This is an optimization exercise on Yosys and OpenROAD, whose aim is small area, not a production implementation. RTL that was checked went through simulation tests only; none was proved equivalent to the original. Only the layout flow was run in runs 1 to 4; the RTL was not checked for function there. The clock input has no modelled driver; a real chip could not lean on it and would need a root buffer or a full tree. Power is estimated from default activity; no workload was simulated.

`config.mk`:
```
export PLATFORM = sky130hd
export DESIGN_NAME = AXI_raddr
export DESIGN_NICKNAME = AXI_raddr
export VERILOG_FILES = /design/flow/design.v
export SDC_FILE = /design/flow/constraint.sdc
export NUM_CORES = 4
export LEC_CHECK = 0
export CAP_MARGIN = 20
export CORE_MARGIN = 2
export CORE_UTILIZATION = 65
export GPL_TIMING_DRIVEN = 0
export SLEW_MARGIN = 20
export SYNTH_HIERARCHICAL = 1
export SYNTH_MINIMUM_KEEP_SIZE = 0
```
`constraint.sdc`:
```
create_clock -name core_clock -period 5.0 [get_ports {aclk}]
set_input_delay 1.0000 -clock core_clock [delete_from_list [all_inputs] [get_ports {aclk}]]
set_output_delay 1.0000 -clock core_clock [all_outputs]
set_load 0.01 [all_outputs]
```
`design.v`:
```
module AXI_raddr(
	aclk,
	areset,
	araddr,
	arlen,
	arvalid,
	arready,
	dma_axi_start,
	dma_axi_raddr_free,
	dma_cfg_saddr,
	dma_cfg_number,
	dma_cfg_sexceed_4k
);
input aclk;
input areset;
output [31:0] araddr;
output [3:0] arlen;
output arvalid;
input arready;
input dma_axi_start;
output dma_axi_raddr_free;
input [31:0] dma_cfg_saddr;
input [13:0] dma_cfg_number;
input dma_cfg_sexceed_4k;
reg busy;
reg [31:0] araddr;
reg [3:0] arlen;
reg len_zero;
reg [13:0] cnt;
reg last;
assign arvalid = busy;
assign dma_axi_raddr_free = ~busy;
genvar i;
wire load = ~busy & dma_axi_start;
wire take = busy & arready & ~len_zero;
wire adv = busy & arready & ~last;
wire [13:0] cnt_in = busy ? cnt : dma_cfg_number;
wire [3:0] sub_lo = busy ? (take ? ~arlen : 4'd0) : 4'hf;
wire sub_hi = ~busy | take;
wire [4:0] cnt_lo = {1'b0, cnt_in[3:0]} + {1'b0, sub_lo};
wire dec = sub_hi & ~cnt_lo[4];
wire [9:0] x = cnt_in[13:4];
wire [13:0] cnt_nx;
assign cnt_nx[3:0] = cnt_lo[3:0];
assign cnt_nx[4] = x[0] ^ dec;
generate
	for (i = 1; i < 10; i = i + 1) begin : g_cnt
		assign cnt_nx[4+i] = x[i] ^ (dec & ~|x[i-1:0]);
	end
endgenerate
wire hi = |x[9:1] | (x[0] ^ dec);
wire [3:0] len_nx = hi ? 4'hf : cnt_lo[3:0];
wire [3:0] s = dma_cfg_saddr[3:0];
wire s_zero = ~|s;
wire num_zero = ~|dma_cfg_number;
wire first_last = dma_cfg_sexceed_4k ?
	(~|dma_cfg_number[13:4] & &(cnt_lo[3:0] ^ s)) :
	(~hi | num_zero);
wire add = adv & ~len_zero;
wire [4:0] sum_lo = {1'b0, araddr[3:0]} + {1'b0, arlen} + 5'd1;
wire [31:0] addr_nx;
assign addr_nx[3:0] = add ? sum_lo[3:0] : araddr[3:0];
wire [7:0] blk;
assign blk[0] = add & sum_lo[4];
generate
	for (i = 0; i < 7; i = i + 1) begin : g_blk
		assign blk[i+1] = blk[i] & &araddr[4*i+7:4*i+4];
		assign addr_nx[4*i+4] = araddr[4*i+4] ^ blk[i];
		assign addr_nx[4*i+5] = araddr[4*i+5] ^ (blk[i] & araddr[4*i+4]);
		assign addr_nx[4*i+6] = araddr[4*i+6] ^ (blk[i] & &araddr[4*i+5:4*i+4]);
		assign addr_nx[4*i+7] = araddr[4*i+7] ^ (blk[i] & &araddr[4*i+6:4*i+4]);
	end
endgenerate
wire sel_load = areset & load;
wire sel_next = areset & ~load;
wire [31:0] araddr_d;
generate
	for (i = 0; i < 32; i = i + 1) begin : g_sel
		AXI_raddr_sel u_sel(.sel_a(sel_load), .a(dma_cfg_saddr[i]), .sel_b(sel_next), .b(addr_nx[i]), .y(araddr_d[i]));
	end
endgenerate
always @(posedge aclk)
	araddr <= araddr_d;
always @(posedge aclk) begin
	if (!areset) begin
		busy <= 1'b0;
		arlen <= 4'd0;
		len_zero <= 1'b0;
	end else begin
		if (busy)
			busy <= ~(arready & last);
		else
			busy <= dma_axi_start;
		if (load & dma_cfg_sexceed_4k) begin
			arlen <= ~s;
			len_zero <= s_zero;
		end else if (load) begin
			arlen <= len_nx;
			len_zero <= num_zero;
		end else if (adv) begin
			arlen <= len_nx;
			len_zero <= 1'b0;
		end
	end
	cnt <= cnt_nx;
	if (load)
		last <= first_last;
	else if (adv)
		last <= ~hi;
end
endmodule
module AXI_raddr_sel(sel_a, a, sel_b, b, y);
input sel_a, a, sel_b, b;
output y;
assign y = (sel_a & a) | (sel_b & b);
endmodule
```
`flow/run.sh`:
```
#!/bin/bash
# Standard ORFS layout (the standard.sh) with these changes:
#  - port buffers use the smallest buffer cell (buf_1);
#  - if flow/abc.script exists, ABC maps with it instead of the speed script;
#  - if flow/noadder exists, Yosys leaves adders to ABC (no full/half-adder cells);
#  - if flow/cts_args exists, it replaces the clock_tree_synthesis arguments;
#  - if flow/post_cts.tcl exists, it runs at the end of the CTS step.
set -euo pipefail
here=$(pwd)
if [[ -f flow/abc.script ]]; then
  cp -r "$FLOW_HOME/scripts" "$here/scripts"
  cp flow/abc.script "$here/scripts/abc_speed.script"
  export SCRIPTS_DIR="$here/scripts"
fi
if [[ -f flow/noadder ]]; then export ADDER_MAP_FILE=; fi
if [[ -f flow/cts_args ]]; then export CTS_ARGS="$(cat flow/cts_args)"; fi
if [[ -f flow/post_cts.tcl ]]; then export POST_CTS_TCL="$here/flow/post_cts.tcl"; fi
export BUFFER_PORTS_ARGS="-buffer_cell sky130_fd_sc_hd__buf_1"
bash standard.sh > standard_flow.log 2>&1
```
`flow/abc.script`:
```
strash
dc2
strash
dch -f
amap
```
`flow/cts_args`:
```
-sink_clustering_enable -repair_clock_nets -buf_list sky130_fd_sc_hd__clkbuf_8 -root_buf sky130_fd_sc_hd__clkbuf_8 -dont_use_dummy_load
```
`flow/noadder`:
```
Yosys leaves adders to ABC
```
`flow/post_cts.tcl`:
```
set block [ord::get_db_block]
set port_net [$block findNet aclk]
set loads {}
foreach it [$port_net getITerms] { lappend loads $it }
if { [llength $loads] == 1 } {
  set root [[lindex $loads 0] getInst]
  set master [[$root getMaster] getName]
  set out_net ""
  foreach it [$root getITerms] {
    if { [$it isOutputSignal] } { set out_net [$it getNet] }
  }
  if { [string match "sky130_fd_sc_hd__clkbuf_*" $master] && $out_net != "" } {
    set sinks {}
    foreach it [$out_net getITerms] {
      if { [$it getInst] != $root } { lappend sinks $it }
    }
    if { [llength $sinks] <= 4 && [llength [$out_net getBTerms]] == 0 } {
      puts "post_cts: removing root clock buffer [$root getName] ($master), port now drives [llength $sinks] pins"
      foreach it $sinks {
        $it disconnect
        $it connect $port_net
      }
      [lindex $loads 0] disconnect
      odb::dbInst_destroy $root
      odb::dbNet_destroy $out_net
    }
  }
}
```
`standard.sh`:
```
#!/bin/bash
# synth_recipe.tcl (not shown) runs the flow's synth.tcl, then flattens the netlist and writes it again
# the make line also repeats each setting of config.mk as NAME=value (left out here)
make -C /OpenROAD-flow-scripts/flow DESIGN_CONFIG=/design/flow/config.mk WORK_HOME=/design/flow/orfs CLKGATE_MAP_FILE= SYNTH_SCRIPT=/design/flow/synth_recipe.tcl "${@:-finish}"
```
==> flow_summary.ini, run 1 <==
[synth]
synth_area_leaders = dfxtp_1 42%, a22o_1 13%, nor2_1 12%
synth-edff-count = 1
synth_top_area_share_pct = 42.2
synth.net_count = 356
syn_avg_cell_area_um2 = 8.09
ys_async_sr_fraction_pct = 0
syn-instance-count = 305
synth_seq_cells = 53
synth_seq_area_share_pct = 43.4
yosysTopAreaCell = dfxtp_1
yosysWarnings = 7
synth_cell_type_count = 29
synth_ff_type = dfxtp_1
syn-cell-area_um2 = 2470

[detailed_routing]
firstDrtPassIters = 4
drt-total-wl_um = 5920
vias_per_cell = 5.78
drc_errors = 0
first_iter_violations = 178
wire_per_inst_um = 13.3
vias = 2583
ant_nets = 0

[sta]
max_freq_mhz = 213
slew_headroom_pct = 51.8
worst_clock_skew_ns = 0.0104
hold_viol_final = 0
finalMaxSlewViolations = 0
fin_ws_ns = 0.306
fin_crit_sh_pct = 93.9
worst_pin_slew_ns = 0.721
layout_min_cycle_time_ns = 4.69
tns_ns = 0
setup_viol = 0

[critical_path]
critPathMostFrequentCell = and3_1
reg2reg_depth = 25
endpoint = araddr[31]
r2r_slack_ns = 0.40
crit_start = arready
r2r-start = arlen[1]
critPathMaxFanout = 6
r2r_end = araddr[31]
worstPathRequired_ns = 5.05
path_delay_family = simple AND/OR/NAND/NOR gates
slowest_stage = and3_1
path_cells = buf_1 > nand2b_4 > nor2_4 > inv_2 > nor2_2 > and2_1 > and3_1 > and3_1 > and3_1 > and3_4 > and3_1 > and3_1 > and3_1 > and3_1 > and3_4 > and3_4 > and3_1 > and3_4 > and3_1 > a21oi_1 > a22o_1
worstSetupEndpointType = register
max_stage_delay_ns = 0.21
arrival_ns = 4.74
critPathKind = input port to register
cp-start-kind = input port
crit_buf_inv = 2
path_depth = 21

[final_layout]
fin_nets = 452
layout.cells.non_filler = 447
num-fill-cells = 264
multiInputGateArea_um2 = 1410
antenna_cells = 0
fin_area_um2 = 3010
ff_latch_area_um2 = 1070
area_growth_pct = 22.1
drive_gt1_share_pct = 4.51

[floorplanning]
coreArea_um2 = 3660
die_area_um2 = 4300
die_x_um = 65.6
row_count = 22
start_util_pct = 67.4
die_h_um = 65.6
io_pins = 89

[placement]
routabilityCongestion = 0.900
io_buffers = 88
place_area_um2 = 2900
dp.cells = 442
dp_slack_ns = -0.829
dpl.hpwl_um = 4500

[grt]
overflow = 0
antenna_found_initial = 0
grt_max_degree = 33
grt_pass1_wl_um = 9900
grtUsageTotal_pct = 28.9
grt_pass1_vias = 2345

[power]
swShare_pct = 29.7
p_comb_share_pct = 24.3
power_frac_clock_pct = 19.5
p_sw_uw = 269
p_leak_uw = 0.00123
p_per_area_nw_per_um2 = 301
sequentialPowerShare_pct = 56.3
vdd_ir_drop_max_uv = 262
p_int_uw = 638

[min_path]
hold_path_class = register to register

[status]
status = finished clean

[job]
maxCapViolCount = 0

[clock_network]
clkLatencyLatePin_ns = 0.15
clkSinkCount = 53
path_clk_slew_ns = 0.09
## flip-flops by register name (all words and copies together) (netlist names)
name and count:
arlen 4, araddr 32, last 1, len_zero 1, cnt 14, busy 1
## cell usage after synthesis (all sizes together), types with 4 or more instances
library cell	number
nor3	4
nand2	16
o22ai	7
o21ai	19
and3	25
a22o	38
clkinv	11
a21oi	18
nor2	81
dfxtp	52
## worst min-delay path by stage
| stage | depth (start not counted) | endpoint | start | slack (ns) |
|---|---|---|---|---|
| floorplan | 2 | len_zero | len_zero | 0.46 |
| global placement | 2 | len_zero | len_zero | 0.48 |
| detailed placement | 2 | len_zero | len_zero | 0.48 |
| global route | 2 | arlen[3] | arlen[3] | 0.54 |
| finish | 2 | len_zero | len_zero | 0.51 |
## kinds of logic after synthesis
logic type      synth area share, %
compound gates                 29.4
buf+inv                        1.67
simple gates                   25.5
flops                          43.4
## final cells by class
cell class	count	share of cell area, %
Sequential cell	53	35.7
Timing Repair Buffer	90	12.1
Clock buffer	4	1.83
Tap cell	48	1.99
Inverter	11	1.54
Multi-Input combinational cell	241	46.8
## per-module statistics from Yosys, one instance, submodules excluded
module	cells inside	flip-flops and latches
AXI_raddr	273	53
AXI_raddr_sel	1	0
## per-layer routing
metal | track usage, % | vias to the layer above | routed length, um
li1 | - | 1326 | -
met1 | 36.1 | 1166 | 2650
met2 | 51.9 | 85 | 2870
met3 | 4.11 | 6 | 341
met4 | 7.55 | 0 | 62
met5 | 0 | - | 0
## worst min-delay path, stage by stage (launching register included)
cell and delay, ns:
dfxtp_1 0.33, nor2_1 0.10, nor3_1 0.05
## power by group through the flow
| stage | Sequential [uW] | Combinational (uW) | Clock, uW |
|---|---|---|---|
| final | 510 | 220 | 177 |
| after global routing | 517 | 249 | 196 |
| after detailed placement | 519 | 214 | 0 |
| after global placement | 517 | 200 | 0 |
| after floorplan | 523 | 133 | 0 |
## layout by cell type (no fill, tap or decap), drive strengths merged, types with 2 or more instances in the layout
cell type	n
or4	2
o31ai	2
o21ai	19
nand2	16
and2	3
clkinv	10
a22o	38
nor2	81
o221ai	3
nor4	2
o22ai	7
o221a	3
nand3	3
o21a	3
dfxtp	52
nor3	4
clkbuf	4
a21oi	18
and3	25
a21o	3
buf	90
## metrics by stage
step | hold WS [ns] | utilization (%) | power (uW)
detailed placement | 0.479 | 79.3 | 732
floorplan | 0.464 | - | 656
global placement | 0.480 | 78.1 | 717
finish | 0.512 | 82.3 | 907
global route | 0.544 | 82.3 | 963
==> inputs of run 2 (changes only) <==
==> flow/abc.script (replaced) <==
strash
dch -f
amap
topo
==> flow_summary.ini, run 2 <==
[sta]
max_freq_mhz = 221
setup_viol = 0
hold_viol_final = 0
finalMaxSlewViolations = 0
fin_ws_ns = 0.485
worst_pin_slew_ns = 0.757
slew_headroom_pct = 49.5
worst_clock_skew_ns = 0.0150
rsz0062_at_grt = no
layout_min_cycle_time_ns = 4.52
tns_ns = 0
fin_crit_sh_pct = 90.3

[synth]
synth_cell_type_count = 28
synth_top_area_share_pct = 41.5
synth-simple-area-share_pct = 18.6
ys_top_cells_by_count = 52 x dfxtp_1, 49 x nor2_1, 37 x nand2_1, 37 x o21ai_0, 32 x a22o_1
syn-instance-count = 321
yosysMostFrequentCell = dfxtp_1
yosysTopAreaCell = dfxtp_1
muxShareOfSynthArea_pct = 0
synth.net_count = 372
synth_top_family_by_area = compound AO/OA/AOI/OAI gates
synth_area_leaders = dfxtp_1 42%, a22o_1 11%, o21ai_0 7.4%
yosysWarnings = 7
synth-compound-area-share_pct = 34.2
synth_xor_area_share_pct = 0
synth_seq_cells = 53
synth_adder_area_share_pct = 0
ys_async_sr_fraction_pct = 0
syn-cell-area_um2 = 2510
syn_avg_cell_area_um2 = 7.81
synth_seq_area_share_pct = 42.7
synth-edff-count = 1
synth_ff_type = dfxtp_1

[grt]
grt_pass1_wl_um = 9900
antenna_found_initial = 0
overflow = 0
grt_max_degree = 33
grtUsageTotal_pct = 28.6
grt_pass1_vias = 2411

[floorplanning]
die_area_um2 = 4370
row_count = 22
die_x_um = 66.1
start_util_pct = 68.0
io_pins = 89
die_h_um = 66.1
coreArea_um2 = 3690

[placement]
dp_slack_ns = -0.154
routabilityCongestion = 0.804
dpl.hpwl_um = 4620
io_buffers = 88

[final_layout]
drive_gt1_share_pct = 2.90
largest_register = araddr
largest_reg_flops = 32
top_regs = araddr x32, cnt x14, arlen x4
fin_util_pct = 82.1
mostFrequentLayoutCell = buf_1
final_cell_mix = 88 x buf_1, 52 x dfxtp_1, 47 x nor2_1
fin_nets = 467
num-fill-cells = 284
ff_latch_area_um2 = 1070
area_growth_pct = 20.7
antenna_cells = 0
multiInputGateArea_um2 = 1370

[detailed_routing]
first_iter_violations = 176
vias = 2705
drt-total-wl_um = 6220
firstDrtPassIters = 4
vias_per_cell = 5.85
ant_nets = 0
wire_per_inst_um = 13.5
drc_errors = 0

[critical_path]
critPathMaxFanout = 6
critPathKind = input port to register
cp-start-kind = input port
worstPathRequired_ns = 5.08
worstSetupEndpointType = register
arrival_ns = 4.59

[power]
p_per_area_nw_per_um2 = 285
p_leak_uw = 0.00103
vdd_ir_drop_max_uv = 239

[clock_network]
clkSinkCount = 53
path_clk_slew_ns = 0.08
clkLatencyLatePin_ns = 0.15

[min_path]
hold_path_class = register to register

[status]
status = finished clean

[job]
maxCapViolCount = 0
==> run 2: layout make-up <==
class | count | area share [%]
inverter | 30 | 3.72
sequential | 53 | 35.4
timing repair buffer | 89 | 11.8
tap | 48 | 1.98
multi-input combinational | 238 | 45.3
clock buffer | 4 | 1.82
==> run 2: power breakdown <==
group	leakage, uW	switching [uW]	internal (uW)
sequential	0.000441	29.5	466
clock	0.0000288	102	73.5
combinational	0.000561	115	75.3
==> run 2: cell families after synthesis <==
kind of cell           count (synthesis)
AO/OA/AOI/OAI                        126
buffers and inverters                 30
flip-flops                            53
AND/OR/NAND/NOR                      112
==> run 2: per-stage QoR <==
stage	hold WS [ns]	instances	cell area, um^2	total power, uW
after floorplan	0.457	321	2510	622
after global placement	0.474	457	2900	676
after detailed placement	0.482	458	2940	691
after global routing	0.563	462	3030	903
final	0.539	462	3030	862
==> run 2: Yosys stat by module (local to each module, per instance) <==
module / copies in the design / cell area (um^2)
AXI_raddr: 1 / 2230
AXI_raddr_sel: 32 / 8.76
==> run 2: worst paths after layout <==
| kind | start | endpoint | slack (ns) | cells after the start |
|---|---|---|---|---|
| max | arready | araddr[31] | 0.48 | 21 |
| min | arlen[3] | arlen[3] | 0.54 | 2 |
| max reg2reg | busy | araddr[31] | 0.55 | 20 |
| min reg2reg | arlen[3] | arlen[3] | 0.54 | 2 |
==> run 2: routing by layer <==
| metal | vias up | routed length [um] | share of wire, % | global-route usage (%) |
|---|---|---|---|---|
| met5 | - | 0 | 0 | 0 |
| met4 | 0 | 95 | 1.5 | 8.16 |
| met3 | 13 | 350 | 5.6 | 5.62 |
| met2 | 103 | 3010 | 48 | 51.4 |
| met1 | 1216 | 2760 | 44 | 34.5 |
| li1 | 1373 | - | - | - |
==> run 2: worst max-delay path, cell delays in order <==
cell	delay [ns]
buf_1	0.11
nand2_1	0.08
or2_1	0.36
nor2_4	0.17
o21ai_1	0.15
nor3_2	0.17
nand2_1	0.15
nor3_1	0.23
nand2_1	0.17
nor3_1	0.21
nand2_1	0.17
nor3_2	0.20
nand2_1	0.17
nor3_2	0.18
clkinv_1	0.16
nor3_2	0.16
clkinv_1	0.13
nor2_1	0.21
nor2_1	0.07
a21oi_1	0.17
a22o_1	0.16
==> inputs of run 3 (changes only) <==
==> flow/abc.script (replaced) <==
strash
dc2
strash
dch -f
amap
==> flow/cts_args (replaced) <==
-sink_clustering_enable -repair_clock_nets -buf_list sky130_fd_sc_hd__buf_6 -root_buf sky130_fd_sc_hd__buf_6 -dont_use_dummy_load
==> flow_summary.ini, run 3 <==
[status]
status = finished clean

[placement]
dpl.hpwl_um = 4500
routabilityCongestion = 0.900
io_buffers = 88
place_area_um2 = 2900

[detailed_routing]
vias_per_cell = 5.80
ant_nets = 0
drt-total-wl_um = 6000
drc_errors = 0
wire_per_inst_um = 13.4
firstDrtPassIters = 4
first_iter_violations = 181
vias = 2600

[synth]
synth_top_area_share_pct = 42.2
syn-instance-count = 305
synth_seq_area_share_pct = 43.4
synth_seq_cells = 53
synth-edff-count = 1
syn-cell-area_um2 = 2470
ys_top_cells_by_count = 81 x nor2_1, 52 x dfxtp_1, 38 x a22o_1
ys_async_sr_fraction_pct = 0
synth_area_leaders = dfxtp_1 42%, a22o_1 13%, nor2_1 12%
synth_ff_type = dfxtp_1
synth.net_count = 356
yosysMostFrequentCell = nor2_1
yosysWarnings = 7
yosysTopAreaCell = dfxtp_1
synth_cell_type_count = 29
syn_avg_cell_area_um2 = 8.09

[min_path]
whs_path_depth = 2
hold_path_class = register to register

[sta]
worst_clock_skew_ns = 0.0115
max_freq_mhz = 215
whs_ns = 0.507
finalMaxSlewViolations = 0
layout_min_cycle_time_ns = 4.66
worst_pin_slew_ns = 0.724
slew_headroom_pct = 51.6
fin_crit_sh_pct = 93.2
hold_viol_final = 0
setup_viol = 0

[critical_path]
r2r_slack_ns = 0.37
worstPathRequired_ns = 5.15
critPathMaxFanout = 6
worstSetupEndpointType = register
reg2reg_depth = 25
critPathKind = input port to register
arrival_ns = 4.81
cp-start-kind = input port

[floorplanning]
start_util_pct = 67.4
die_area_um2 = 4300
die_h_um = 65.6
io_pins = 89
die_x_um = 65.6
coreArea_um2 = 3660
row_count = 22

[grt]
grt_max_degree = 33
overflow = 0
grt_pass1_vias = 2357
antenna_found_initial = 0
grtUsageTotal_pct = 29.5
grt_pass1_wl_um = 9960

[power]
p_leak_uw = 0.00123
p_per_area_nw_per_um2 = 311
vdd_ir_drop_max_uv = 259

[final_layout]
final_cell_mix = 88 x buf_1, 78 x nor2_1, 51 x dfxtp_1
largest_reg_flops = 32
antenna_cells = 0
fin_nets = 453
mostFrequentLayoutCell = buf_1
area_growth_pct = 21.6
fin_util_pct = 81.9
drive_gt1_share_pct = 4.25
num-fill-cells = 268
top_regs = araddr x32, cnt x14, arlen x4
largest_register = araddr
fin_area_um2 = 3000

[clock_network]
cts_tree = built
clkLatencyLatePin_ns = 0.26
path_clk_slew_ns = 0.10
clkSinkCount = 53

[job]
maxCapViolCount = 0
-- run 3: changes by cell type after synthesis, moves of 4 or more --
cell | previous run | this run
nor2_1 | 49 | 81
and3_1 | 1 | 25
nor3_1 | 10 | 4
o22a_1 | 5 | 0
a21oi_1 | 22 | 18
nand2_1 | 37 | 16
nand3_1 | 7 | 3
o21ai_0 | 37 | 19
a22o_1 | 32 | 38
clkinv_1 | 30 | 11
-- run 3: cells by family after synthesis --
kind of cell	synth area share (%)
flip-flops	43.4
AO/OA/AOI/OAI	29.4
AND/OR/NAND/NOR	25.5
buffers and inverters	1.67
-- run 3: through the flow --
stage | TNS (ns) | power [uW] | instances | setup slack (ns)
final | 0 | 934 | 448 | 0.338
after global routing | -0.0189 | 991 | 448 | -0.0189
after detailed placement | -4.07 | 732 | 442 | -0.829
after global placement | -3.08 | 717 | 441 | -0.695
after floorplan | 0 | 656 | 305 | 0.0214
-- run 3: critical path, cell delays in order --
cell,delay (ns)
buf_1,0.16
nand2b_2,0.15
nor2_4,0.16
inv_2,0.09
nor2_2,0.13
and2_1,0.17
and3_1,0.20
and3_1,0.20
and3_1,0.20
and3_1,0.21
and3_1,0.22
and3_1,0.21
and3_1,0.20
and3_1,0.20
and3_4,0.20
and3_4,0.19
and3_1,0.19
and3_1,0.23
and3_1,0.22
a21oi_1,0.08
a22o_1,0.20
-- run 3: routing by layer --
| metal | track usage (%) | routed length (um) |
|---|---|---|
| met4 | 8.33 | 70 |
| met2 | 52.2 | 2830 |
| met1 | 36.2 | 2690 |
| met3 | 6.16 | 409 |
| met5 | 0 | 0 |
-- run 3: Yosys stat by module (local to each module, per instance) --
module,cell area [um^2],times used,cells inside,flops+latches
AXI_raddr_sel,8.76,32,1,0
AXI_raddr,2190,1,273,53
-- run 3: report_power, final --
| part | leakage [uW] | switching (uW) | internal [uW] |
|---|---|---|---|
| registers | 0.000442 | 33.2 | 475 |
| clock network | 0.0000303 | 125 | 78.5 |
| logic | 0.000762 | 132 | 89.5 |
| total | 0.00123 | 291 | 643 |
-- run 3: cell type report --
cell class / instances / area, um^2 / share of cell area [%]
clock buffers: 5 / 56.3 / 1.88
repair buffers: 90 / 365 / 12.2
well taps: 48 / 60.1 / 2.00
flip-flops and latches: 53 / 1070 / 35.8
multi-input cells: 241 / 1400 / 46.6
inverters: 11 / 46.3 / 1.54
-- run 3: path summary, 6_finish.rpt --
check	from	end
setup / recovery	arready	araddr[31]
hold / removal	len_zero	len_zero
setup reg to reg	arlen[1]	araddr[31]
hold reg to reg	len_zero	len_zero
==> inputs of run 4 (changes only) <==
--- a/flow/post_cts.tcl
+++ b/flow/post_cts.tcl
@@ -9,7 +9,7 @@
   foreach it [$root getITerms] {
     if { [$it isOutputSignal] } { set out_net [$it getNet] }
   }
-  if { [string match "sky130_fd_sc_hd__clkbuf_*" $master] && $out_net != "" } {
+  if { ([string match "sky130_fd_sc_hd__clkbuf_*" $master] || [string match "sky130_fd_sc_hd__buf_*" $master]) && $out_net != "" } {
     set sinks {}
     foreach it [$out_net getITerms] {
       if { [$it getInst] != $root } { lappend sinks $it }
==> flow_summary.ini, run 4 <==
[final_layout]
num-fill-cells = 268
mostFrequentLayoutCell = buf_1
antenna_cells = 0
area_growth_pct = 21.8
layout.cells.non_filler = 447
largest_register = araddr
drive_gt1_share_pct = 4.76
top_regs = araddr x32, cnt x14, arlen x4
final_cell_mix = 87 x buf_1, 78 x nor2_1, 51 x dfxtp_1
fin_nets = 452
fin_area_um2 = 3000
largest_reg_flops = 32

[grt]
grtUsageTotal_pct = 29.1
overflow = 0
antenna_found_initial = 0
grt_max_degree = 33
grtUsageMet3_pct = 5.14
grt_busiest_layer = met2
grtUsageMet1_pct = 36.2
grt_pass1_wl_um = 9920
grt_pass1_vias = 2347
grtUsageMet2_pct = 52.2

[sta]
fin_crit_sh_pct = 92.7
hold_viol_final = 0
layout_min_cycle_time_ns = 4.63
worst_pin_slew_ns = 0.707
fin_ws_ns = 0.366
worst_clock_skew_ns = 0.0114
setup_viol = 0
slew_headroom_pct = 52.8
finalMaxSlewViolations = 0
max_freq_mhz = 216
rsz0062_at_grt = no

[critical_path]
r2r_slack_ns = 0.40
worstPathRequired_ns = 5.02
crit_start = arready
worstSetupEndpointType = register
path_cells = clkbuf_2 > nand2b_4 > nor2_4 > inv_2 > nor2_2 > and2_1 > and3_1 > and3_1 > and3_1 > and3_4 > and3_1 > and3_1 > and3_1 > and3_1 > and3_4 > and3_4 > and3_1 > and3_4 > and3_1 > a21oi_1 > a22o_1
arrival_ns = 4.66
r2r_end = araddr[31]
critPathMaxFanout = 6
reg2reg_depth = 25
slowest_stage = and3_1
cp-start-kind = input port
endpoint = araddr[31]
critPathMostFrequentCell = and3_1
max_stage_delay_ns = 0.21
critPathKind = input port to register
r2r-start = arlen[1]

[clock_network]
clkLatencyLatePin_ns = 0.12
clkSinkCount = 53
path_clk_slew_ns = 0.09

[placement]
dp.cells = 442
routabilityCongestion = 0.900
dpl.hpwl_um = 4500
place_area_um2 = 2900
dp_slack_ns = -0.829
io_buffers = 88

[floorplanning]
die_x_um = 65.6
io_pins = 89
start_util_pct = 67.4
die_h_um = 65.6
die_area_um2 = 4300
row_count = 22
coreArea_um2 = 3660

[detailed_routing]
drt-total-wl_um = 5980
ant_nets = 0
vias_per_cell = 5.82
drc_errors = 0
first_iter_violations = 175
vias = 2601
firstDrtPassIters = 4
wire_per_inst_um = 13.4

[synth]
synth_area_leaders = dfxtp_1 42%, a22o_1 13%, nor2_1 12%
synth_top_area_share_pct = 42.2
syn_avg_cell_area_um2 = 8.09
ys_async_sr_fraction_pct = 0
syn-cell-area_um2 = 2470
synth_ff_type = dfxtp_1
syn-instance-count = 305
synth_seq_cells = 53
synth_cell_type_count = 29
yosysWarnings = 7
yosysTopAreaCell = dfxtp_1
yosysMostFrequentCell = nor2_1
ys_top_cells_by_count = 81 x nor2_1, 52 x dfxtp_1, 38 x a22o_1
synth_seq_area_share_pct = 43.4
synth.net_count = 356
synth-edff-count = 1

[power]
p_sw_uw = 269
vdd_ir_drop_max_uv = 261
power_frac_clock_pct = 18.6
p_comb_share_pct = 24.5
sequentialPowerShare_pct = 56.8
swShare_pct = 30.0
p_int_uw = 629
total_power_uw = 899
p_per_area_nw_per_um2 = 299
p_leak_uw = 0.00123

[status]
status = finished clean

[min_path]
hold_path_class = register to register

[job]
maxCapViolCount = 0
[run 4: Yosys stat by module (local to each module, per instance)]
module         copies in the design  flip-flops and latches  cell area (um^2)  cells inside
AXI_raddr                         1                      53              2190           273
AXI_raddr_sel                    32                       0              8.76             1
[run 4: worst min path at each step]
| stage | from | end | depth (start not counted) |
|---|---|---|---|
| after floorplan | len_zero | len_zero | 2 |
| after global placement | len_zero | len_zero | 2 |
| after detailed placement | len_zero | len_zero | 2 |
| after global routing | arlen[3] | arlen[3] | 2 |
| final | len_zero | len_zero | 2 |
[run 4: power by group through the flow]
stage / registers (uW) / logic, uW / clock network [uW]
after floorplan: 523 / 133 / 0
after global placement: 517 / 200 / 0
after detailed placement: 519 / 214 / 0
after global routing: 517 / 250 / 186
final: 511 / 220 / 167
[run 4: logic make-up after synthesis]
group | synth area share, %
buffers and inverters | 1.67
AOI/OAI and AO/OA | 29.4
DFF | 43.4
and+or+nand+nor | 25.5
[run 4: worst max-delay path, delay by kind of cell]
kind / cells / cell delay (ns)
AO/OA/AOI/OAI: 2 / 0.28
buffers and inverters: 2 / 0.21
AND/OR/NAND/NOR: 17 / 3.17
[run 4: cell type report]
type / instances / area (um^2) / share of cell area (%)
Clock buffer: 4 / 45.0 / 1.50
Inverter: 11 / 46.3 / 1.54
Multi-Input combinational cell: 241 / 1410 / 47.0
Sequential cell: 53 / 1070 / 35.8
Tap cell: 48 / 60.1 / 2.00
Timing Repair Buffer: 90 / 367 / 12.2
[run 4: stage by stage]
stage          setup TNS, ns  utilization (%)  hold WS, ns
3_3_place_gp           -3.08             78.1        0.480
3_5_place_dp           -4.07             79.3        0.479
2_1_floorplan              0                -        0.464
6_report                   0             82.1        0.510
5_1_grt                    0             82.1        0.547
[run 4: routing by layer]
layer | wire length, um | share of wire (%)
met1 | 2670 | 45
met2 | 2870 | 48
met3 | 380 | 6.4
met4 | 66 | 1.1
met5 | 0 | 0
==> inputs of run 5 (changes only) <==
--- a/design.v
+++ b/design.v
@@ -73,14 +73,8 @@
 endgenerate
 wire sel_load = areset & load;
 wire sel_next = areset & ~load;
-wire [31:0] araddr_d;
-generate
-	for (i = 0; i < 32; i = i + 1) begin : g_sel
-		AXI_raddr_sel u_sel(.sel_a(sel_load), .a(dma_cfg_saddr[i]), .sel_b(sel_next), .b(addr_nx[i]), .y(araddr_d[i]));
-	end
-endgenerate
 always @(posedge aclk)
-	araddr <= araddr_d;
+	araddr <= ({32{sel_load}} & dma_cfg_saddr) | ({32{sel_next}} & addr_nx);
 always @(posedge aclk) begin
 	if (!areset) begin
 		busy <= 1'b0;
@@ -109,8 +103,3 @@
 		last <= ~hi;
 end
 endmodule
-module AXI_raddr_sel(sel_a, a, sel_b, b, y);
-input sel_a, a, sel_b, b;
-output y;
-assign y = (sel_a & a) | (sel_b & b);
-endmodule
--- a/config.mk
+++ b/config.mk
@@ -10,5 +10,3 @@
 export CORE_UTILIZATION = 65
 export GPL_TIMING_DRIVEN = 0
 export SLEW_MARGIN = 20
-export SYNTH_HIERARCHICAL = 1
-export SYNTH_MINIMUM_KEEP_SIZE = 0
==> flow_summary.ini, run 5 <==
[critical_path]
worstSetupEndpointType = register
worstPathRequired_ns = 5.04
path_delay_family = simple AND/OR/NAND/NOR gates
critPathMostFrequentCell = and3_1
critPathKind = input port to register
max_stage_delay_ns = 0.23
r2r_slack_ns = 0.35
path_cells = buf_1 > nand2_2 > nor3_4 > inv_2 > nor2_2 > and3_1 > and3_4 > and3_4 > and3_1 > and3_4 > and3_1 > and3_4 > and3_1 > and3_1 > and3_1 > and3_1 > and3_4 > and3_4 > and2_0 > nor2_1 > o32ai_1
slowest_stage = nor3_4
crit_buf_inv = 2
cp-start-kind = input port
arrival_ns = 4.78
critPathMaxFanout = 5

[final_layout]
drive_gt1_share_pct = 4.39
antenna_cells = 0
fin_util_pct = 81.1
fin_nets = 463
area_growth_pct = 19.7
largest_reg_flops = 32
top_regs = araddr x32, cnt x14, arlen x4
largest_register = araddr
mostFrequentLayoutCell = buf_1
num-fill-cells = 260
multiInputGateArea_um2 = 1300
final_cell_mix = 88 x buf_1, 53 x nor2_1, 51 x dfxtp_1
ff_latch_area_um2 = 1070

[synth]
yosysTopAreaCell = dfxtp_1
synth_ff_type = dfxtp_1
yosysWarnings = 1
ys_top_cells_by_count = 54 x nor2_1, 52 x dfxtp_1, 48 x clkinv_1
syn_avg_cell_area_um2 = 7.86
syn-instance-count = 318
ys_async_sr_fraction_pct = 0
syn-cell-area_um2 = 2500
synth.net_count = 369
synth_cell_type_count = 28
synth_seq_area_share_pct = 42.9
synth-edff-count = 1
yosysMostFrequentCell = nor2_1
synth_top_area_share_pct = 41.7
synth_area_leaders = dfxtp_1 42%, o32ai_1 11%, nor2_1 8.1%
synth_seq_cells = 53

[status]
status = finished clean

[floorplanning]
die_x_um = 66
die_h_um = 66
coreArea_um2 = 3690
start_util_pct = 67.7
row_count = 22
die_area_um2 = 4360
io_pins = 89

[detailed_routing]
vias_per_cell = 5.86
wire_per_inst_um = 13.2
vias = 2683
drt-total-wl_um = 6040
firstDrtPassIters = 4
first_iter_violations = 185
drc_errors = 0
ant_nets = 0

[sta]
fin_crit_sh_pct = 94.9
finalMaxSlewViolations = 0
hold_viol_final = 0
max_freq_mhz = 211
setup_viol = 0
worst_pin_slew_ns = 0.632
layout_min_cycle_time_ns = 4.75
slew_headroom_pct = 57.7
fin_ws_ns = 0.254
worst_clock_skew_ns = 0.00724

[grt]
antenna_found_initial = 0
overflow = 0
grt_max_degree = 34
grt_pass1_wl_um = 9640
grt_pass1_vias = 2312
grtUsageTotal_pct = 27.8

[min_path]
hold_path_class = register to register

[placement]
dp_slack_ns = -0.453
routabilityCongestion = 0.880
io_buffers = 88
dpl.hpwl_um = 4510

[job]
maxCapViolCount = 0

[power]
p_per_area_nw_per_um2 = 302
total_power_uw = 904
p_leak_uw = 0.00108
vdd_ir_drop_max_uv = 211

[clock_network]
clkLatencyLatePin_ns = 0.12
path_clk_slew_ns = 0.09
clkSinkCount = 53
==> run 5: cell count changes after synthesis, sizes merged, moves of 6 or more <==
cell,change
a22o,-33
a21oi,-6
o32ai,+32
nor2,-27
clkinv,+37
==> run 5: path summary, 6_finish.rpt <==
check,startpoint,depth (start not counted),endpoint
worst min-delay path,arlen[3],2,arlen[3]
worst max register to register,arlen[1],25,araddr[31]
worst min register to register,arlen[3],2,arlen[3]
worst max-delay path,arready,21,araddr[31]
==> run 5: kinds of logic (layout without fill, tap and decap cells) <==
kind of cell           count (synthesis)  after routing  synth area share (%)
AO/OA/AOI/OAI                         96             96                  26.8
buffers and inverters                 48            140                  7.21
flip-flops                            53             53                  42.9
AND/OR/NAND/NOR                      121            121                  23.1
==> run 5: final cells by class <==
| type | instances | share of cell area [%] |
|---|---|---|
| clock buffer | 4 | 1.51 |
| sequential | 53 | 35.8 |
| timing repair buffer | 88 | 11.0 |
| inverter | 48 | 6.02 |
| multi-input combinational | 217 | 43.6 |
| tap | 48 | 2.01 |
==> run 5: worst min-delay path, cell delays in order (launching register included) <==
cell and delay, ns:
dfxtp_1 0.32, clkinv_1 0.08, a21oi_1 0.06
==> run 5: metal layers <==
layer | up-vias | GRT usage [%] | part of all wire, % | routed length (um)
met1 | 1235 | 33.8 | 43 | 2610
met5 | - | 0 | 0 | 0
li1 | 1351 | - | - | -
met4 | 0 | 4.59 | 0.48 | 29
met3 | 4 | 4.43 | 5.9 | 354
met2 | 93 | 52.0 | 50 | 3050
==> run 5: power by group <==
part           internal, uW  switching (uW)  total, uW
combinational          83.1             136        219
clock                  64.2             108        172
sequential              478            35.5        513
total                   625             279        904
==> run 5: metrics by stage <==
step | setup TNS, ns | hold WS [ns] | cell area, um^2 | instances
finish | 0 | 0.503 | 2990 | 458
detailed placement | -1.11 | 0.490 | 2890 | 454
global route | -0.0196 | 0.544 | 2990 | 458
floorplan | 0 | 0.500 | 2500 | 318
global placement | -0.686 | 0.485 | 2890 | 454
==> inputs of run 6 (changes only) <==
--- a/flow/post_cts.tcl
+++ b/flow/post_cts.tcl
@@ -9,7 +9,7 @@
   foreach it [$root getITerms] {
     if { [$it isOutputSignal] } { set out_net [$it getNet] }
   }
-  if { ([string match "sky130_fd_sc_hd__clkbuf_*" $master] || [string match "sky130_fd_sc_hd__buf_*" $master]) && $out_net != "" } {
+  if { [string match "sky130_fd_sc_hd__clkbuf_*" $master] && $out_net != "" } {
     set sinks {}
     foreach it [$out_net getITerms] {
       if { [$it getInst] != $root } { lappend sinks $it }
==> flow_summary.ini, run 6 <==
[status]
status = finished clean

[synth]
synth_seq_cells = 53
ys_async_sr_fraction_pct = 0
ys_top_cells_by_count = 54 x nor2_1, 52 x dfxtp_1, 48 x clkinv_1
synth.net_count = 369
syn_avg_cell_area_um2 = 7.86
yosysTopAreaCell = dfxtp_1
yosysMostFrequentCell = nor2_1
synth_seq_area_share_pct = 42.9
synth_area_leaders = dfxtp_1 42%, o32ai_1 11%, nor2_1 8.1%
synth_cell_type_count = 28
synth_top_area_share_pct = 41.7
yosysWarnings = 1
syn-instance-count = 318
syn-cell-area_um2 = 2500
synth_ff_type = dfxtp_1
synth-edff-count = 1

[floorplanning]
io_pins = 89
die_h_um = 66
die_x_um = 66
coreArea_um2 = 3690
start_util_pct = 67.7
row_count = 22
die_area_um2 = 4360

[final_layout]
area_growth_pct = 19.7
largest_reg_flops = 32
antenna_cells = 0
top_regs = araddr x32, cnt x14, arlen x4
largest_register = araddr
drive_gt1_share_pct = 4.38
fin_nets = 464
fin_area_um2 = 2990
final_cell_mix = 88 x buf_1, 53 x nor2_1, 50 x dfxtp_1
mostFrequentLayoutCell = buf_1

[grt]
grtUsageTotal_pct = 28.1
overflow = 0
antenna_found_initial = 0
grt_pass1_vias = 2313
grt_pass1_wl_um = 9670
grt_max_degree = 34

[job]
maxCapViolCount = 0

[critical_path]
cp-start-kind = input port
worstPathRequired_ns = 5.16
r2r_end = araddr[31]
r2r_slack_ns = 0.38
critPathMaxFanout = 5
r2r-start = araddr[1]
crit_start = arready
endpoint = araddr[31]
reg2reg_depth = 25
worstSetupEndpointType = register
critPathKind = input port to register
arrival_ns = 4.85

[sta]
finalMaxSlewViolations = 0
layout_min_cycle_time_ns = 4.69
fin_ws_ns = 0.311
worst_pin_slew_ns = 0.635
worst_clock_skew_ns = 0.00506
setup_viol = 0
slew_headroom_pct = 57.5
fin_crit_sh_pct = 93.8
hold_viol_final = 0
max_freq_mhz = 213

[detailed_routing]
first_iter_violations = 199
drc_errors = 0
ant_nets = 0
firstDrtPassIters = 4
vias_per_cell = 5.85
wire_per_inst_um = 13.2
vias = 2684
drt-total-wl_um = 6060

[placement]
dp_slack_ns = -0.453
place_area_um2 = 2890
io_buffers = 88
routabilityCongestion = 0.880
dpl.hpwl_um = 4510

[clock_network]
cts_tree = built
clkSinkCount = 53
path_clk_slew_ns = 0.09
clkLatencyLatePin_ns = 0.25

[min_path]
min_from = arlen[3]
hold_path_class = register to register

[power]
p_leak_uw = 0.00110
p_per_area_nw_per_um2 = 313
vdd_ir_drop_max_uv = 209
==> run 6: how the worst min path moves through the flow <==
stage,cells after the start,slack [ns],endpoint
final,2,0.50,arlen[3]
after global routing,2,0.54,arlen[3]
after detailed placement,2,0.49,arlen[3]
after global placement,2,0.49,arlen[3]
after floorplan,2,0.50,arlen[3]
==> run 6: cells by family after synthesis <==
family | after synthesis | share of synthesized area [%]
flip-flops | 53 | 42.9
AO/OA/AOI/OAI | 96 | 26.8
buffers and inverters | 48 | 7.21
AND/OR/NAND/NOR | 121 | 23.1
==> run 6: area by class of cell <==
class / instances / area, um^2
Timing Repair Buffer: 88 / 330
Tap cell: 48 / 60.1
Inverter: 48 / 180
Fill cell: 262 / 697
Clock buffer: 5 / 56.3
Multi-Input combinational cell: 217 / 1290
Sequential cell: 53 / 1070
==> run 6: stage by stage <==
stage | std cells | TNS [ns] | total power [uW] | hold slack (ns) | utilization [%]
final | 459 | 0 | 936 | 0.504 | 81.1
after global routing | 459 | -0.00363 | 990 | 0.544 | 81.1
after detailed placement | 454 | -1.11 | 734 | 0.490 | 78.3
after global placement | 454 | -0.686 | 725 | 0.485 | 78.3
after floorplan | 318 | 0 | 661 | 0.500 | -
==> run 6: where the power goes <==
group / leakage [uW] / internal (uW) / switching, uW
Sequential: 0.000442 / 478 / 35.5
Clock: 0.0000303 / 78.5 / 125
Combinational: 0.000624 / 83.1 / 136
==> run 6: critical path, cell delays in order <==
cell     delay [ns]
buf_1          0.09
nand2_1        0.14
nor3_4         0.24
inv_2          0.10
nor2_2         0.12
and3_1         0.22
and3_4         0.21
and3_4         0.19
and3_1         0.19
and3_1         0.21
and3_1         0.22
and3_1         0.22
and3_1         0.21
and3_1         0.21
and3_1         0.20
and3_1         0.22
and3_4         0.22
and3_4         0.20
and2_0         0.16
nor2_1         0.05
o32ai_1        0.23
==> run 6: routing by layer <==
metal	up-vias	global-route usage, %	wire length (um)
met5	-	0	0
met4	0	5.87	59
met3	8	4.94	408
met2	94	52.1	3020
met1	1228	33.8	2580
li1	1354	-	-
==> inputs of run 7 (changes only) <==
==> flow/cts_args (replaced) <==
-sink_clustering_enable -repair_clock_nets -buf_list sky130_fd_sc_hd__clkbuf_8 -root_buf sky130_fd_sc_hd__clkbuf_8 -dont_use_dummy_load
==> flow_summary.ini, run 7 <==
[synth]
ys_async_sr_fraction_pct = 0
synth_top_family_by_area = compound AO/OA/AOI/OAI gates
synth-edff-count = 1
synth_ff_type = dfxtp_1
synth-simple-area-share_pct = 23.1
yosysMostFrequentCell = nor2_1
syn-cell-area_um2 = 2500
synth_seq_cells = 53
yosysTopAreaCell = dfxtp_1
synth_cell_type_count = 28
syn-instance-count = 318
synth_adder_area_share_pct = 0
syn_avg_cell_area_um2 = 7.86
synth.net_count = 369
synth_area_leaders = dfxtp_1 42%, o32ai_1 11%, nor2_1 8.1%
muxShareOfSynthArea_pct = 0
synth_top_area_share_pct = 41.7
synth_seq_area_share_pct = 42.9
synth-compound-area-share_pct = 26.8
yosysWarnings = 1
synth_xor_area_share_pct = 0
ys_top_cells_by_count = 54 x nor2_1, 52 x dfxtp_1, 48 x clkinv_1

[placement]
dp.cells = 454
routabilityCongestion = 0.880
io_buffers = 88
place_area_um2 = 2890
dpl.hpwl_um = 4510

[final_layout]
final_cell_mix = 88 x buf_1, 53 x nor2_1, 50 x dfxtp_1
drive_gt1_share_pct = 4.38
mostFrequentLayoutCell = buf_1
largest_reg_flops = 32
top_regs = araddr x32, cnt x14, arlen x4
fin_area_um2 = 3000
layout.cells.non_filler = 459
fin_nets = 464
antenna_cells = 0
area_growth_pct = 20.0
largest_register = araddr

[sta]
worst_clock_skew_ns = 0.00451
layout_min_cycle_time_ns = 4.73
hold_viol_final = 0
max_freq_mhz = 211
fin_crit_sh_pct = 94.6
finalMaxSlewViolations = 0
setup_viol = 0
slew_headroom_pct = 57.3
worst_pin_slew_ns = 0.638

[detailed_routing]
vias = 2678
ant_nets = 0
firstDrtPassIters = 4
vias_per_cell = 5.83
drt-total-wl_um = 6150
drc_errors = 0
wire_per_inst_um = 13.4
first_iter_violations = 183

[floorplanning]
die_x_um = 66
die_h_um = 66
start_util_pct = 67.7
die_area_um2 = 4360
io_pins = 89
row_count = 22
coreArea_um2 = 3690

[critical_path]
critPathMaxFanout = 5
critPathKind = input port to register
worstPathRequired_ns = 5.06
cp-start-kind = input port
worstSetupEndpointType = register
arrival_ns = 4.79

[job]
maxCapViolCount = 0

[grt]
grt_max_degree = 34
overflow = 0
grtUsageTotal_pct = 28.1
antenna_found_initial = 0
grt_pass1_vias = 2362
grt_pass1_wl_um = 9720

[power]
total_power_uw = 911
p_per_area_nw_per_um2 = 304
vdd_ir_drop_max_uv = 206
p_int_uw = 635
sequentialPowerShare_pct = 56.2
p_leak_uw = 0.00110
swShare_pct = 30.4
p_comb_share_pct = 24.3
power_frac_clock_pct = 19.5
p_sw_uw = 277

[min_path]
hold_path_class = register to register

[clock_network]
clkLatencyLatePin_ns = 0.14
clkSinkCount = 53
path_clk_slew_ns = 0.08

[status]
status = finished clean
[run 7: cell types whose count changed in the layout (fill, tap and decap cells not counted), sizes merged]
| cell | delta |
|---|---|
| buf | -4 |
| clkbuf | +4 |
[run 7: per-layer routing]
layer,vias up,wire (um),global-route usage [%]
li1,1357,-,-
met1,1225,2590,33.1
met2,89,3130,51.9
met3,7,375,5.11
met4,0,53,7.40
met5,-,0,0
[run 7: stage by stage]
stage | TNS [ns] | hold slack, ns | worst slack (ns) | utilization (%)
after global placement | -0.686 | 0.485 | -0.358 | 78.3
after floorplan | 0 | 0.500 | 0.347 | -
final | 0 | 0.510 | 0.270 | 81.3
after global routing | -0.0320 | 0.543 | -0.0320 | 81.3
after detailed placement | -1.11 | 0.490 | -0.453 | 78.3
[run 7: cell type report]
cell class / instances / area (um^2)
fillers: 258 / 691
multi-input cells: 217 / 1290
clock buffers: 4 / 55.1
inverters: 48 / 180
repair buffers: 89 / 338
well taps: 48 / 60.1
flip-flops and latches: 53 / 1070
[run 7: worst max-delay path, cell delays in order]
cell and delay (ns):
buf_1 0.08, nand2_1 0.12, nor3_4 0.20, inv_2 0.10, nor2_2 0.14, and3_1 0.22, and3_4 0.21, and3_4 0.19
and3_1 0.19, and3_1 0.21, and3_1 0.21, and3_1 0.22, and3_1 0.21, and3_1 0.21, and3_1 0.20, and3_1 0.22
and3_4 0.22, and3_4 0.20, and2_0 0.17, nor2_1 0.05, o32ai_1 0.23
[run 7: power groups by stage]
stage	Sequential (uW)	Clock, uW	Combinational (uW)
after floorplan	524	0	137
after global placement	517	0	208
after detailed placement	520	0	214
after global routing	518	198	250
final	512	178	221
[run 7: worst paths after layout]
check	startpoint	endpoint	slack, ns	depth (start not counted)
worst max-delay path	arready	araddr[31]	0.27	21
worst min-delay path	arlen[3]	arlen[3]	0.51	2
worst max register to register	araddr[1]	araddr[31]	0.31	25
worst min register to register	arlen[3]	arlen[3]	0.51	2
[run 7: logic make-up (layout without fill, tap and decap cells)]
group                  after synthesis  count (layout)
AO/OA/AOI/OAI                       96              96
AND/OR/NAND/NOR                    121             121
flip-flops                          53              53
buffers and inverters               48             141

## static timing again, ports no longer ideal
How much do the figures lean on ideal ports? The routed layouts below were timed once more, with nothing changed but the port constraints. Step 1 sets driving cells, clkbuf_16 on the clock port and buf_2 on the other inputs (assumed; they add their load-dependent delay and slew). Step 2 adds t to the input delays and takes it off the output delays; t is the mean of the earliest and latest rising clock arrival at the registers after step 1. Input paths then give back, and output paths get back, about the clock's delay inside the block. Slacks: ideal ports / drivers / drivers and shift; pairs: ideal ports / drivers.
| run | t (ns) | slack for setup (ns) | worst setup path at the end | clock arrival spread, ns | worst data-port slew with drivers (ns) |
|---|---|---|---|---|---|
| run 1 | 0.193 | 0.306 / 0.324 / 0.131 | input to register | 0.011 / 0.010 | 0.05 |
| run 2 | 0.191 | 0.485 / 0.514 / 0.323 | input to register | 0.015 / 0.015 | 0.05 |
| run 3 | 0.279 | 0.338 / 0.336 / 0.057 | input to register | 0.011 / 0.011 | 0.05 |
| run 4 | 0.174 | 0.366 / 0.390 / 0.216 | input to register | 0.012 / 0.012 | 0.05 |
| run 5 | 0.173 | 0.254 / 0.263 / 0.090 | input to register | 0.007 / 0.008 | 0.04 |
| run 6 | 0.275 | 0.311 / 0.294 / 0.020 | input to register | 0.005 / 0.005 | 0.04 |
| run 7 | 0.198 | 0.270 / 0.280 / 0.082 | input to register | 0.005 / 0.005 | 0.05 |
After both steps setup and hold are still met in every run listed. For run 6, which loses most, drivers alone change the setup slack by -0.017 ns; drivers and shift together by -0.291 ns.
